This is an optimization exercise on Yosys and OpenROAD, whose aim is small area, not a production implementation.
At most, simulation tests tie the RTL to the original design; equivalence was not proved.
The clock port is modelled as an ideal driver; clocking choices that lean on that would not hold on a real chip.
Power is estimated from default activity; no workload was simulated.

==> module seg_display, before the edit <==
module seg_display(
    input            clk,
    input            rst_n,
    input      [4:0] dchar,
    output     [2:0] dsel,
    output           first,
    output     [7:0] segment,
    output     [5:0] seg_sel
);
    reg [4:0] cnt_300us;
    reg [2:0] sel_n;      
    wire [2:0] sel = ~sel_n;  
    reg [4:0] hold;
    reg [4:0] code_n;     
    wire [4:0] code = ~code_n;
    wire at_0 = (~cnt_300us[0] & ~cnt_300us[1] & ~cnt_300us[3] & ~cnt_300us[4]);
    wire load = (cnt_300us[0] & ~cnt_300us[2] & cnt_300us[4]);
    wire p_fb = cnt_300us[4] ^ ((~cnt_300us[1]) | (~cnt_300us[2]) | (cnt_300us[3]));
    always @(posedge clk or negedge rst_n)
        if (!rst_n)
            cnt_300us <= 5'd0;
        else
            cnt_300us <= {cnt_300us[3:0], p_fb};
    always @(posedge clk or negedge rst_n)
        if (!rst_n)
            sel_n <= ~3'd7;
        else if (at_0)
            sel_n <= ~{(sel[0] & sel[1] & ~sel[2]) | (~sel[0] & sel[2]), (sel[0] & ~sel[1] & ~sel[2]) | (~sel[0] & sel[1]), (~sel[0])};
    wire take = ~((~cnt_300us[0] & ~cnt_300us[1]) | (cnt_300us[4] & ~sel[2]) | (~cnt_300us[0] & sel[0]) | (cnt_300us[2] & sel[1]) | (cnt_300us[1] & ~cnt_300us[2] & sel[0]) | (~cnt_300us[3] & sel[2]));
    assign dsel  = sel;
    assign first = (sel[1] & sel[2]);
    always @(posedge clk)
        if (take)
            hold <= dchar;
    always @(posedge clk or negedge rst_n)
        if (!rst_n)
            code_n <= ~5'd31;
        else if (load)
            code_n <= ~hold;
    wire [6:0] seg = {~((~code[1] & ~code[4]) | (code[1] & ~code[3]) | (~code[2] & code[4])),
        ~((~code[1]) | (~code[0] & code[2])),
        (code[0] & ~code[4]) | (code[2] & ~code[3] & ~code[4]) | (code[0] & code[1] & code[3]),
        (~code[0] & ~code[1] & code[2]) | (code[0] & code[3]) | (~code[0] & ~code[2] & code[4]),
        (~code[0] & code[1] & ~code[3]) | (~code[1] & code[4]) | (code[2] & code[3] & code[4]),
        ~((~code[0] & ~code[1] & ~code[3]) | (code[0] & ~code[2]) | (code[1] & ~code[4])),
        (~code[0] & ~code[1] & code[2]) | (code[0] & code[1] & code[2]) | (~code[2] & ~code[3] & code[4]) | (code[1] & code[3] & code[4])};
    assign segment = {1'b1, seg};
    assign seg_sel = {(~sel[2]) | (~sel[0]),
        (~sel[2]) | (sel[0] & ~sel[1]),
        (~sel[1]) | (~sel[0]),
        (~sel[1]) | (sel[0] & ~sel[2]),
        (~sel[0]) | (sel[1] & ~sel[2]) | (~sel[1] & sel[2]),
        ~((~sel[0] & ~sel[1] & ~sel[2]) | (sel[1] & sel[2]))};
endmodule
clock: 10.0 ns
lec_check: 0
abc_area: 0
cap_margin: 20
core_margin: 2
core_utilization: 40
slew_margin: 20
standard.sh (not shown) runs the stock make flow with config.mk's settings and CLKGATE_MAP_FILE= SYNTH_SCRIPT=/design/flow/synth_recipe.tcl, a recipe that flattens the netlist after the stock synthesis.
==> flow/flow/run.sh <==
#!/bin/bash
# Own layout flow: the standard flow (standard.sh: the unchanged standard
# synthesis, floorplan, power grid, tap cells, placement, CTS, routing) with
# settings ORFS reads from its environment:
#  - every port gets the smallest buffer (buf_1) instead of the default one;
#  - after floorplan, the combinational logic is re-mapped for area by
#    OpenROAD's restructure (ABC; every register is kept as synthesis made
#    it), and cells sized up go back to their smallest drive
#    (flow/downsize.tcl); later repair steps size up again where slew,
#    capacitance or timing need it;
#  - clock tree synthesis with clkbuf_4 and no dummy loads, and clock
#    buffers that drive 11 or more flip-flops made clkbuf_8 (flow/clkfix.tcl).
# The make output (all tools) goes to standard_make.log here; ORFS also keeps
# each step's log under orfs/logs.
set -euo pipefail
bash standard.sh \
  "BUFFER_PORTS_ARGS=-buffer_cell sky130_fd_sc_hd__buf_1" \
  "CTS_ARGS=-sink_clustering_enable -repair_clock_nets -dont_use_dummy_load -buf_list sky130_fd_sc_hd__clkbuf_4" \
  "POST_FLOORPLAN_TCL=$PWD/flow/downsize.tcl" \
  "POST_CTS_TCL=$PWD/flow/clkfix.tcl" \
  finish > standard_make.log 2>&1
Other scripts of this flow, unchanged in this note and not shown: flow/flow/clkfix.tcl, flow/flow/downsize.tcl
Change:
--- a/flow/design.v
+++ b/flow/design.v
@@ -190,13 +190,11 @@
     output     [7:0] segment,
     output     [5:0] seg_sel
 );
     reg [4:0] cnt_300us;
-    reg [2:0] sel_n;      
-    wire [2:0] sel = ~sel_n;  
+    reg [2:0] sel;        
     reg [4:0] hold;
-    reg [4:0] code_n;     
-    wire [4:0] code = ~code_n;
+    reg [4:0] code;
     wire at_0 = (~cnt_300us[0] & ~cnt_300us[1] & ~cnt_300us[3] & ~cnt_300us[4]);
     wire load = (cnt_300us[0] & ~cnt_300us[2] & cnt_300us[4]);
     wire p_fb = cnt_300us[4] ^ ((~cnt_300us[1]) | (~cnt_300us[2]) | (cnt_300us[3]));
     always @(posedge clk or negedge rst_n)
@@ -205,22 +203,22 @@
         else
             cnt_300us <= {cnt_300us[3:0], p_fb};
     always @(posedge clk or negedge rst_n)
         if (!rst_n)
-            sel_n <= ~3'd7;
+            sel <= 3'd7;
         else if (at_0)
-            sel_n <= ~{(sel[0] & sel[1] & ~sel[2]) | (~sel[0] & sel[2]), (sel[0] & ~sel[1] & ~sel[2]) | (~sel[0] & sel[1]), (~sel[0])};
+            sel <= {(sel[0] & sel[1] & ~sel[2]) | (~sel[0] & sel[2]), (sel[0] & ~sel[1] & ~sel[2]) | (~sel[0] & sel[1]), (~sel[0])};
     wire take = ~((~cnt_300us[0] & ~cnt_300us[1]) | (cnt_300us[4] & ~sel[2]) | (~cnt_300us[0] & sel[0]) | (cnt_300us[2] & sel[1]) | (cnt_300us[1] & ~cnt_300us[2] & sel[0]) | (~cnt_300us[3] & sel[2]));
     assign dsel  = sel;
     assign first = (sel[1] & sel[2]);
     always @(posedge clk)
         if (take)
             hold <= dchar;
     always @(posedge clk or negedge rst_n)
         if (!rst_n)
-            code_n <= ~5'd31;
+            code <= 5'd31;
         else if (load)
-            code_n <= ~hold;
+            code <= hold;
     wire [6:0] seg = {~((~code[1] & ~code[4]) | (code[1] & ~code[3]) | (~code[2] & code[4])),
         ~((~code[1]) | (~code[0] & code[2])),
         (code[0] & ~code[4]) | (code[2] & ~code[3] & ~code[4]) | (code[0] & code[1] & code[3]),
         (~code[0] & ~code[1] & code[2]) | (code[0] & code[3]) | (~code[0] & ~code[2] & code[4]),
After rerunning:
- worst setup slack hardly moves
- routed wire length is lower by 1.3%
- worst hold slack barely changes
- final area barely changes
- synthesized area went up by 0.46%
- clock-buffer cell count stays the same
Only the layout flow was run in the second run of this note; the RTL was not checked for function there.

---

top, a different RTL version from the one above (not shown whole).
Size: roughly 91 flip-flops, roughly 24 I/O pins, ~0.0042 mm^2 of cells after synthesis.
export LEC_CHECK = 0
export ABC_AREA = 0
export CAP_MARGIN = 20
export CORE_MARGIN = 2
export CORE_UTILIZATION = 40
export SLEW_MARGIN = 20
create_clock -name core_clock -period 10.0 [get_ports {clk}]
==> flow/flow/clkfix.tcl <==
# After CTS: a clock buffer that drives 11 or more flip-flops is made stronger, so
# that every flip-flop clock pin stays well inside the slew limit.
set count 0
foreach inst [get_cells clkbuf_*] {
  set master [get_property [get_lib_cells -of_objects $inst] name]
  if {$master ne "sky130_fd_sc_hd__clkbuf_4"} { continue }
  set net [get_nets -of_objects [get_pins [get_full_name $inst]/X]]
  set loads [llength [get_pins -of_objects $net -filter "direction==input"]]
  if {$loads >= 11} {
    replace_cell [get_full_name $inst] sky130_fd_sc_hd__clkbuf_8
    incr count
  }
}
puts "clkfix: upsized $count clock buffers"
if {$count > 0} {
  detailed_placement
  check_placement -verbose
}
==> flow/flow/downsize.tcl <==
# After floorplan: re-map the combinational logic for area (OpenROAD's
# restructure, which runs ABC on the logic between registers and ports and
# keeps every register), then put every combinational cell back to its
# smallest drive strength (the design has several ns of slack); later repair
# steps size up again wherever slew, capacitance or timing need it.
set tielo_cell [lindex $::env(TIELO_CELL_AND_PORT) 0]
set tiehi_cell [lindex $::env(TIEHI_CELL_AND_PORT) 0]
set lib_name [get_name [get_property [lindex [get_lib_cell $tielo_cell] 0] library]]
set rmp_dir $::env(RESULTS_DIR)/rmp
file mkdir $rmp_dir
puts "restructure: area before [sta::format_area [rsz::design_area] 0]"
restructure -liberty_file [lindex $::env(LIB_FILES) 0] -target area \
  -tielo_port $lib_name/$tielo_cell/[lindex $::env(TIELO_CELL_AND_PORT) 1] \
  -tiehi_port $lib_name/$tiehi_cell/[lindex $::env(TIEHI_CELL_AND_PORT) 1] \
  -work_dir $rmp_dir -abc_logfile $rmp_dir/abc.log
puts "restructure: area after [sta::format_area [rsz::design_area] 0]"
set count 0
foreach inst [get_cells *] {
  set master [get_property [get_lib_cells -of_objects $inst] name]
  if {![regexp {^(sky130_fd_sc_hd__)([a-z0-9]+)_([0-9]+)$} $master -> pfx base drive]} { continue }
  if {[string match "df*" $base] || [string match "edf*" $base] || [string match "sdf*" $base]} { continue }
  if {[string match "*tap*" $base] || [string match "*fill*" $base] || [string match "*decap*" $base] || [string match "conb" $base]} { continue }
  foreach d {0 1} {
    if {$d >= $drive} { break }
    set cand "${pfx}${base}_${d}"
    if {[llength [get_lib_cells -quiet */$cand]] > 0 || [llength [get_lib_cells -quiet $cand]] > 0} {
      replace_cell [get_full_name $inst] $cand
      incr count
      break
    }
  }
}
puts "downsize: replaced $count cells"
Scripts as last shown in full above: flow/flow/run.sh
The starting point finished clean.
Edit:
--- a/flow/design.v
+++ b/flow/design.v
@@ -88,16 +88,17 @@
     localparam NONE = 5'd31;
     reg        err, pw, lock, twice;
     reg [3:0]  cnt_pw;       
     reg [15:0] password;
     reg [15:0] cnt_10s;
     reg [7:0]  cnt_2s_hi;
     wire digit   = key_vld & (key_num < 4'd10);
     wire confirm = key_vld & (key_num == 4'd10);
+    wire [3:0] digit_code = {(~key_num[1] & ~key_num[2] & ~key_num[3]) | (key_num[1] & key_num[2]), (~key_num[1] & ~key_num[3]), (~key_num[2] & ~key_num[3]) | (key_num[0] & key_num[1]), (key_num[0])};
     wire pw_ok   = password == 16'h2345;
     wire [16:0] tc;
     wire [15:0] ts;
     assign tc[0] = pw;
     genvar i;
     generate for (i = 0; i < 16; i = i + 1) begin : g_10s
         assign ts[i]   = cnt_10s[i] ^ tc[i];
         assign tc[i+1] = cnt_10s[i] & tc[i];
@@ -150,25 +151,25 @@
                 {ts[13:10], ts[7], ts[5], ts[3:0]};
     always @(posedge clk)
         {cnt_10s[15:14], cnt_10s[9:8], cnt_10s[6], cnt_10s[4]} <=
             {ts[15:14], ts[9:8], ts[6], ts[4]} & {6{~clr_10s}};
     always @(posedge clk or negedge rst_n)
         if (!rst_n)
             password[3] <= 1'b1;
         else if (add_pw)
-            password[3] <= key_num[3];
+            password[3] <= digit_code[3];
     always @(posedge clk)
         if (add_pw)
-            {password[15:4], password[2:0]} <= {password[11:0], key_num[2:0]};
+            {password[15:4], password[2:0]} <= {password[11:0], digit_code[2:0]};
     wire [4:0] fixed_char = {1'b1,
-        (dsel[0] & dsel[1] & ~err) | (dsel[2] & ~err) | (dsel[0] & ~dsel[1] & err),
-        ~((dsel[1] & ~lock) | (~dsel[2] & err) | (~dsel[0] & ~dsel[1] & ~err & lock)),
-        (~dsel[1] & ~lock) | (dsel[0] & ~dsel[2]) | (err) | (~dsel[0] & ~dsel[1]),
-        ~((dsel[0] & ~dsel[2]) | (dsel[1]) | (~dsel[0] & err) | (~dsel[0] & dsel[2] & lock))};
+        (~dsel[0] & ~err & ~lock) | (dsel[0] & dsel[2]),
+        ~((~dsel[0] & ~dsel[2]) | (dsel[1] & err)),
+        (~dsel[1]) | (dsel[0] & ~lock) | (err),
+        (dsel[1] & ~err) | (dsel[2] & ~err & ~lock) | (dsel[0] & ~dsel[1] & err) | (~dsel[0] & ~err & lock)};
     reg  [4:0] pw_char;
     always @(*)
         case (dsel)
             3'd0:    pw_char = cnt_pw[0] ? {1'b0, password[3:0]}   : NONE;
             3'd1:    pw_char = cnt_pw[1] ? {1'b0, password[7:4]}   : NONE;
             3'd2:    pw_char = cnt_pw[2] ? {1'b0, password[11:8]}  : NONE;
             3'd3:    pw_char = cnt_pw[3] ? {1'b0, password[15:12]} : NONE;
             default: pw_char = NONE;
@@ -207,23 +208,23 @@
     always @(posedge clk)
         if (take)
             hold <= dchar;
     always @(posedge clk or negedge rst_n)
         if (!rst_n)
             code <= 5'd31;
         else if (load)
             code <= hold;
-    wire [6:0] seg = {(~code[1] & ~code[2] & ~code[3] & ~code[4]) | (code[0] & code[1] & code[2] & ~code[4]) | (code[2] & code[3]),
-        (code[0] & ~code[2] & ~code[3]) | (code[1] & ~code[2]) | (code[0] & code[1]),
-        (code[0] & ~code[4]) | (~code[1] & code[2] & ~code[4]) | (code[0] & code[1] & code[3]),
-        (code[0] & ~code[1] & ~code[2] & ~code[3]) | (~code[0] & ~code[1] & code[2] & ~code[4]) | (code[0] & code[1] & code[2]) | (~code[0] & ~code[2] & ~code[3] & code[4]),
-        ~((~code[1] & ~code[4]) | (code[0] & ~code[3]) | (code[2] & ~code[4]) | (~code[2] & code[3])),
-        ~((~code[0] & ~code[1]) | (code[0] & ~code[2]) | (~code[2] & ~code[4]) | (code[0] & code[1] & ~code[4])),
-        (code[0] & ~code[1] & ~code[2] & ~code[3]) | (~code[0] & ~code[1] & code[2]) | (code[1] & ~code[2] & code[4]) | (code[0] & code[4])};
+    wire [6:0] seg = {~((~code[1] & ~code[4]) | (code[1] & ~code[3]) | (~code[2] & code[4])),
+        ~((~code[1]) | (~code[0] & code[2])),
+        (code[0] & ~code[4]) | (code[2] & ~code[3] & ~code[4]) | (code[0] & code[1] & code[3]),
+        (~code[0] & ~code[1] & code[2]) | (code[0] & code[3]) | (~code[0] & ~code[2] & code[4]),
+        (~code[0] & code[1] & ~code[3]) | (~code[1] & code[4]) | (code[2] & code[3] & code[4]),
+        ~((~code[0] & ~code[1] & ~code[3]) | (code[0] & ~code[2]) | (code[1] & ~code[4])),
+        (~code[0] & ~code[1] & code[2]) | (code[0] & code[1] & code[2]) | (~code[2] & ~code[3] & code[4]) | (code[1] & code[3] & code[4])};
     assign segment = {1'b1, seg};
     assign seg_sel = {(~sel[2]) | (~sel[0]),
         (~sel[2]) | (sel[0] & ~sel[1]),
         (~sel[1]) | (~sel[0]),
         (~sel[1]) | (sel[0] & ~sel[2]),
         (~sel[0]) | (sel[1] & ~sel[2]) | (~sel[1] & sel[2]),
         ~((~sel[0] & ~sel[1] & ~sel[2]) | (sel[1] & sel[2]))};
 endmodule
The new run produced a clean layout.
Final cell count decreases by 1.7%.
Non-clock buffer count decreases by 1.
Area after synthesis decreases by 1.4%.
Design area decreases by 0.96%.
Power increases by 2.4%.
Setup slack gains 0.064 ns.
Via count decreases by 1.4%.
Fmax increases by 1.6%.
First-iteration DRC count increases by 31%.
Core utilization increases by 1.1 points.
Global-route usage decreases by 0.41 points.
Count of clock-buffer cells in the layout stays the same.

---

top, a different RTL version from the one above (not shown whole).
For scale: about 350 cells after synthesis, roughly 91 flip-flops, roughly 24 I/O pins, about 4200 um2 of cells after synthesis.
==> module key_scan, before the edit <==
module key_scan(
    input            clk,
    input            rst_n,
    input            first,      
    input      [3:0] key_col,
    output     [3:0] key_row,
    output     [3:0] key_out,
    output           key_vld
);
    reg [3:0] col_ff0, col_ff1;
    reg [6:0] shake_cnt;
    reg [2:0] r;
    reg [4:0] s;
    reg [1:0] col_get;
    always @(posedge clk or negedge rst_n)
        if (!rst_n) begin
            col_ff0 <= 4'hf;
            col_ff1 <= 4'hf;
        end else begin
            col_ff0 <= key_col;
            col_ff1 <= col_ff0;
        end
    wire any_low    = ~&col_ff1;
    wire shake_flag = any_low & shake_cnt[6] & shake_cnt[5] & shake_cnt[1] & shake_cnt[0];
    wire [7:0] sc;
    wire [6:0] ss;
    assign sc[0] = any_low;
    genvar i;
    generate for (i = 0; i < 7; i = i + 1) begin : g_shake
        assign ss[i]    = shake_cnt[i] ^ sc[i];
        assign sc[i+1]  = shake_cnt[i] & sc[i];
    end endgenerate
    wire clr_shake = shake_flag | first;
    always @(posedge clk)
        shake_cnt <= {ss[6] & ~clr_shake, ss[5] & ~clr_shake, ss[4:3] & {2{~first}},
                      ss[2] & ~clr_shake, ss[1:0] & {2{~first}}};
    wire idle  = r[2] & r[0];       
    wire r_is4 = r[2] & ~r[0];
    wire [4:0] qc;
    wire [3:0] qs;
    assign qc[0] = 1'b1;
    generate for (i = 0; i < 4; i = i + 1) begin : g_s
        assign qs[i]   = s[i] ^ qc[i];
        assign qc[i+1] = s[i] & qc[i];
    end endgenerate
    always @(posedge clk or negedge rst_n)
        if (!rst_n) begin
            r <= 3'd7;
            s <= 5'd0;
        end else if (s[4]) begin
            if (r_is4) begin
                if (!any_low) begin
                    r <= 3'd7;
                    s[4] <= 1'b0;
                end
            end else begin
                r <= r + 3'd1;
                s[4] <= 1'b0;
            end
        end else if (idle) begin
            if (shake_flag)
                s[4] <= 1'b1;
        end else
            s <= {qc[4], qs};
    always @(posedge clk)
        if (idle & ~s[4])
            col_get <= (col_ff1 == 4'b1110) ? 2'd0 :
                       (col_ff1 == 4'b1101) ? 2'd1 :
                       (col_ff1 == 4'b1011) ? 2'd2 : 2'd3;
    assign key_row = {~r[2] & (r[1:0] != 2'd3), ~r[2] & (r[1:0] != 2'd2),
                      ~r[2] & (r[1:0] != 2'd1), ~r[2] & (r[1:0] != 2'd0)};
    assign key_vld = ~r[2] & (&s[3:0]) & ~col_ff1[col_get];
    assign key_out = {r[1:0], col_get};
endmodule
==> module control, before the edit <==
module control(
    input            clk,
    input            rst_n,
    input      [3:0] key_num,
    input            key_vld,
    input      [2:0] dsel,
    input            first,      
    output     [4:0] dchar
);
    localparam NONE = 5'd31;
    reg        err, pw, lock, twice;
    reg [3:0]  cnt_pw;       
    reg [15:0] password;
    reg [15:0] cnt_10s;
    reg [7:0]  cnt_2s_hi;
    wire digit   = key_vld & (key_num < 4'd10);
    wire confirm = key_vld & (key_num == 4'd10);
    wire pw_ok   = password == 16'h2345;
    wire [16:0] tc;
    wire [15:0] ts;
    assign tc[0] = pw;
    genvar i;
    generate for (i = 0; i < 16; i = i + 1) begin : g_10s
        assign ts[i]   = cnt_10s[i] ^ tc[i];
        assign tc[i+1] = cnt_10s[i] & tc[i];
    end endgenerate
    wire end_10s = pw & cnt_10s[15] & cnt_10s[14] & cnt_10s[9] & cnt_10s[8] &
                   cnt_10s[6] & cnt_10s[3] & cnt_10s[2] & cnt_10s[1] & cnt_10s[0];
    wire        fb   = cnt_pw[3] ^ ~(cnt_pw[2] & cnt_pw[1] & ~cnt_pw[0]);
    wire        wrap = cnt_pw[3] & ~cnt_pw[2] & ~cnt_pw[1] & ~cnt_pw[0];
    wire        carry = wrap & twice & lock;
    wire        hi_fb = ~(cnt_2s_hi[7] ^ cnt_2s_hi[5] ^ cnt_2s_hi[4] ^ cnt_2s_hi[3]);
    wire end_2s = err & wrap & cnt_2s_hi[7] & ~cnt_2s_hi[6] & cnt_2s_hi[5] &
                  cnt_2s_hi[2] & ~cnt_2s_hi[1] & cnt_2s_hi[0];
    wire add_pw  = ~err & digit & ~cnt_pw[3];
    wire leave   = end_10s | (confirm & (~pw_ok | (lock & twice)));   
    wire to_err  = pw & confirm & ~pw_ok & ~end_10s;
    always @(posedge clk or negedge rst_n)
        if (!rst_n) begin
            err    <= 1'b0;
            pw     <= 1'b0;
            lock   <= 1'b1;
            twice  <= 1'b0;
        end else if (err) begin
            err <= ~end_2s;
            lock  <= lock ^ wrap;
            twice <= twice ^ (wrap & lock);
        end else begin
            err <= to_err;
            pw  <= pw ? ~leave : digit;
            if (pw & confirm & ~end_10s & (~pw_ok | (lock & twice)))
                lock <= 1'b0;
            if (pw)
                twice <= twice ? ~(end_10s | confirm) : (lock & confirm & pw_ok);
        end
    always @(posedge clk)
        if (err)
            cnt_pw <= {cnt_pw[2:0], fb};
        else if (confirm | end_10s | first)
            cnt_pw <= 4'd0;
        else if (add_pw)
            cnt_pw <= {cnt_pw[2:0], 1'b1};
    always @(posedge clk)
        if (~err | carry)
            cnt_2s_hi <= {cnt_2s_hi[6:0], err & hi_fb};
    wire clr_10s = end_10s | first;
    always @(posedge clk)
        cnt_10s <= {ts[15:14] & {2{~clr_10s}}, ts[13:10] & {4{~first}}, ts[9:8] & {2{~clr_10s}},
                    ts[7] & ~first, ts[6] & ~clr_10s, ts[5] & ~first, ts[4] & ~clr_10s,
                    ts[3:0] & {4{~first}}};
    always @(posedge clk or negedge rst_n)
        if (!rst_n)
            password[3] <= 1'b1;
        else if (add_pw)
            password[3] <= key_num[3];
    always @(posedge clk)
        if (add_pw)
            {password[15:4], password[2:0]} <= {password[11:0], key_num[2:0]};
    wire [4:0] fixed_char = {1'b1,
        (dsel[0] & dsel[1] & ~err) | (dsel[2] & ~err) | (dsel[0] & ~dsel[1] & err),
        ~((dsel[1] & ~lock) | (~dsel[2] & err) | (~dsel[0] & ~dsel[1] & ~err & lock)),
        (~dsel[1] & ~lock) | (dsel[0] & ~dsel[2]) | (err) | (~dsel[0] & ~dsel[1]),
        ~((dsel[0] & ~dsel[2]) | (dsel[1]) | (~dsel[0] & err) | (~dsel[0] & dsel[2] & lock))};
    reg  [4:0] pw_char;
    always @(*)
        case (dsel)
            3'd0:    pw_char = cnt_pw[0] ? {1'b0, password[3:0]}   : NONE;
            3'd1:    pw_char = cnt_pw[1] ? {1'b0, password[7:4]}   : NONE;
            3'd2:    pw_char = cnt_pw[2] ? {1'b0, password[11:8]}  : NONE;
            3'd3:    pw_char = cnt_pw[3] ? {1'b0, password[15:12]} : NONE;
            default: pw_char = NONE;
        endcase
    assign dchar = pw ? pw_char : fixed_char;
endmodule
==> flow/config.mk <==
export PLATFORM = sky130hd
export DESIGN_NAME = top
export DESIGN_NICKNAME = top
export VERILOG_FILES = /design/flow/design.v
export SDC_FILE = /design/flow/constraint.sdc
export NUM_CORES = 4
export LEC_CHECK = 0
export ABC_AREA = 0
export CAP_MARGIN = 20
export CORE_MARGIN = 2
export CORE_UTILIZATION = 40
export SLEW_MARGIN = 20
==> flow/constraint.sdc <==
create_clock -name core_clock -period 10.0 [get_ports {clk}]
set_input_delay 2.0000 -clock core_clock [delete_from_list [all_inputs] [get_ports {clk}]]
set_output_delay 2.0000 -clock core_clock [all_outputs]
set_load 0.01 [all_outputs]
==> flow/flow/run.sh <==
#!/bin/bash
# Own layout flow: the standard flow (standard.sh: the unchanged standard
# synthesis, floorplan, power grid, tap cells, placement, CTS, routing) with
# settings ORFS reads from its environment:
#  - every port gets the smallest buffer (buf_1) instead of the default one;
#  - after floorplan, combinational cells that synthesis sized up go back to
#    their smallest drive (flow/downsize.tcl); later repair steps size up
#    again where slew, capacitance or timing need it;
#  - clock tree synthesis with clkbuf_4 and no dummy loads, and clock
#    buffers that drive 11 or more flip-flops made clkbuf_8 (flow/clkfix.tcl).
# The make output (all tools) goes to standard_make.log here; ORFS also keeps
# each step's log under orfs/logs.
set -euo pipefail
bash standard.sh \
  "BUFFER_PORTS_ARGS=-buffer_cell sky130_fd_sc_hd__buf_1" \
  "CTS_ARGS=-sink_clustering_enable -repair_clock_nets -dont_use_dummy_load -buf_list sky130_fd_sc_hd__clkbuf_4" \
  "POST_FLOORPLAN_TCL=$PWD/flow/downsize.tcl" \
  "POST_CTS_TCL=$PWD/flow/clkfix.tcl" \
  finish > standard_make.log 2>&1
==> flow/flow/downsize.tcl <==
# After floorplan: put every combinational cell that synthesis sized up back to
# its smallest drive strength (the design has several ns of slack); later
# repair steps size up again wherever slew, capacitance or timing need it.
set count 0
foreach inst [get_cells *] {
  set master [get_property [get_lib_cells -of_objects $inst] name]
  if {![regexp {^(sky130_fd_sc_hd__)([a-z0-9]+)_([0-9]+)$} $master -> pfx base drive]} { continue }
  if {[string match "df*" $base] || [string match "edf*" $base] || [string match "sdf*" $base]} { continue }
  if {[string match "*tap*" $base] || [string match "*fill*" $base] || [string match "*decap*" $base] || [string match "conb" $base]} { continue }
  foreach d {0 1} {
    if {$d >= $drive} { break }
    set cand "${pfx}${base}_${d}"
    if {[llength [get_lib_cells -quiet */$cand]] > 0 || [llength [get_lib_cells -quiet $cand]] > 0} {
      replace_cell [get_full_name $inst] $cand
      incr count
      break
    }
  }
}
puts "downsize: replaced $count cells"
Scripts as last shown in full above: flow/flow/clkfix.tcl
Then changed:
--- a/flow/design.v
+++ b/flow/design.v
@@ -30,11 +30,15 @@
         assign ss[i]    = shake_cnt[i] ^ sc[i];
         assign sc[i+1]  = shake_cnt[i] & sc[i];
     end endgenerate
     wire clr_shake = shake_flag | first;
-    always @(posedge clk)
-        shake_cnt <= {ss[6] & ~clr_shake, ss[5] & ~clr_shake, ss[4:3] & {2{~first}},
-                      ss[2] & ~clr_shake, ss[1:0] & {2{~first}}};
+    always @(posedge clk or negedge rst_n)
+        if (!rst_n)
+            {shake_cnt[4:3], shake_cnt[1:0]} <= 4'd0;
+        else
+            {shake_cnt[4:3], shake_cnt[1:0]} <= {ss[4:3], ss[1:0]};
+    always @(posedge clk)
+        {shake_cnt[6:5], shake_cnt[2]} <= {ss[6:5], ss[2]} & {3{~clr_shake}};
     wire idle  = r[2] & r[0];       
     wire r_is4 = r[2] & ~r[0];
     wire [4:0] qc;
     wire [3:0] qs;
@@ -137,12 +141,17 @@
     always @(posedge clk)
         if (~err | carry)
             cnt_2s_hi <= {cnt_2s_hi[6:0], err & hi_fb};
     wire clr_10s = end_10s | first;
-    always @(posedge clk)
-        cnt_10s <= {ts[15:14] & {2{~clr_10s}}, ts[13:10] & {4{~first}}, ts[9:8] & {2{~clr_10s}},
-                    ts[7] & ~first, ts[6] & ~clr_10s, ts[5] & ~first, ts[4] & ~clr_10s,
-                    ts[3:0] & {4{~first}}};
+    always @(posedge clk or negedge rst_n)
+        if (!rst_n)
+            {cnt_10s[13:10], cnt_10s[7], cnt_10s[5], cnt_10s[3:0]} <= 10'd0;
+        else
+            {cnt_10s[13:10], cnt_10s[7], cnt_10s[5], cnt_10s[3:0]} <=
+                {ts[13:10], ts[7], ts[5], ts[3:0]};
+    always @(posedge clk)
+        {cnt_10s[15:14], cnt_10s[9:8], cnt_10s[6], cnt_10s[4]} <=
+            {ts[15:14], ts[9:8], ts[6], ts[4]} & {6{~clr_10s}};
     always @(posedge clk or negedge rst_n)
         if (!rst_n)
             password[3] <= 1'b1;
         else if (add_pw)
Result: Worst setup slack is worse by 26 ps; critical path depth does not change; non-clock buffer count climbs by 2; fmax decreases by 0.65%; via count came out lower by 3.2%; total power decreases by 3.0%; sequential cell count does not change.

==> static timing again, ports no longer ideal <==
In the flow no input, the clock included, has a driving cell. The finished layouts below were timed again as built, in two steps.
Step 1 (the two cells are an assumption about what drives the block):
set clk [get_ports {clk}]
set_driving_cell -lib_cell sky130_fd_sc_hd__clkbuf_16 $clk
set_driving_cell -lib_cell sky130_fd_sc_hd__buf_2 [delete_from_list [all_inputs] $clk]
Step 2 times the ports against the registers' clock, not the clock port: input delays grow and output delays shrink by t, the midpoint of the rising clock arrivals with the driver on.
a / b / c = ideal ports / drivers / drivers and shift; a / b = the first two.
| run | t, ns | setup slack, ns | hold slack, ns | clock arrival spread, ns |
|---|---|---|---|---|
| the first run of note 1 | 0.432 | 5.938 / 5.910 / 6.342 | 0.359 / 0.359 / 0.359 | 0.023 / 0.023 |
| the second run of note 1 | 0.442 | 5.940 / 5.909 / 6.351 | 0.358 / 0.358 / 0.358 | 0.032 / 0.033 |
| the first run of note 2 | 0.470 | 5.916 / 5.887 / 6.357 | 0.352 / 0.352 / 0.352 | 0.039 / 0.038 |
| the second run of note 2 | 0.450 | 5.980 / 5.950 / 6.400 | 0.336 / 0.336 / 0.336 | 0.024 / 0.024 |
| the first run of note 3 | 0.457 | 6.097 / 6.097 / 6.097 | 0.359 / 0.359 / 0.359 | 0.032 / 0.032 |
| the second run of note 3 | 0.463 | 6.071 / 6.071 / 6.071 | 0.357 / 0.357 / 0.357 | 0.028 / 0.029 |
After both steps setup and hold are still met in every run listed.
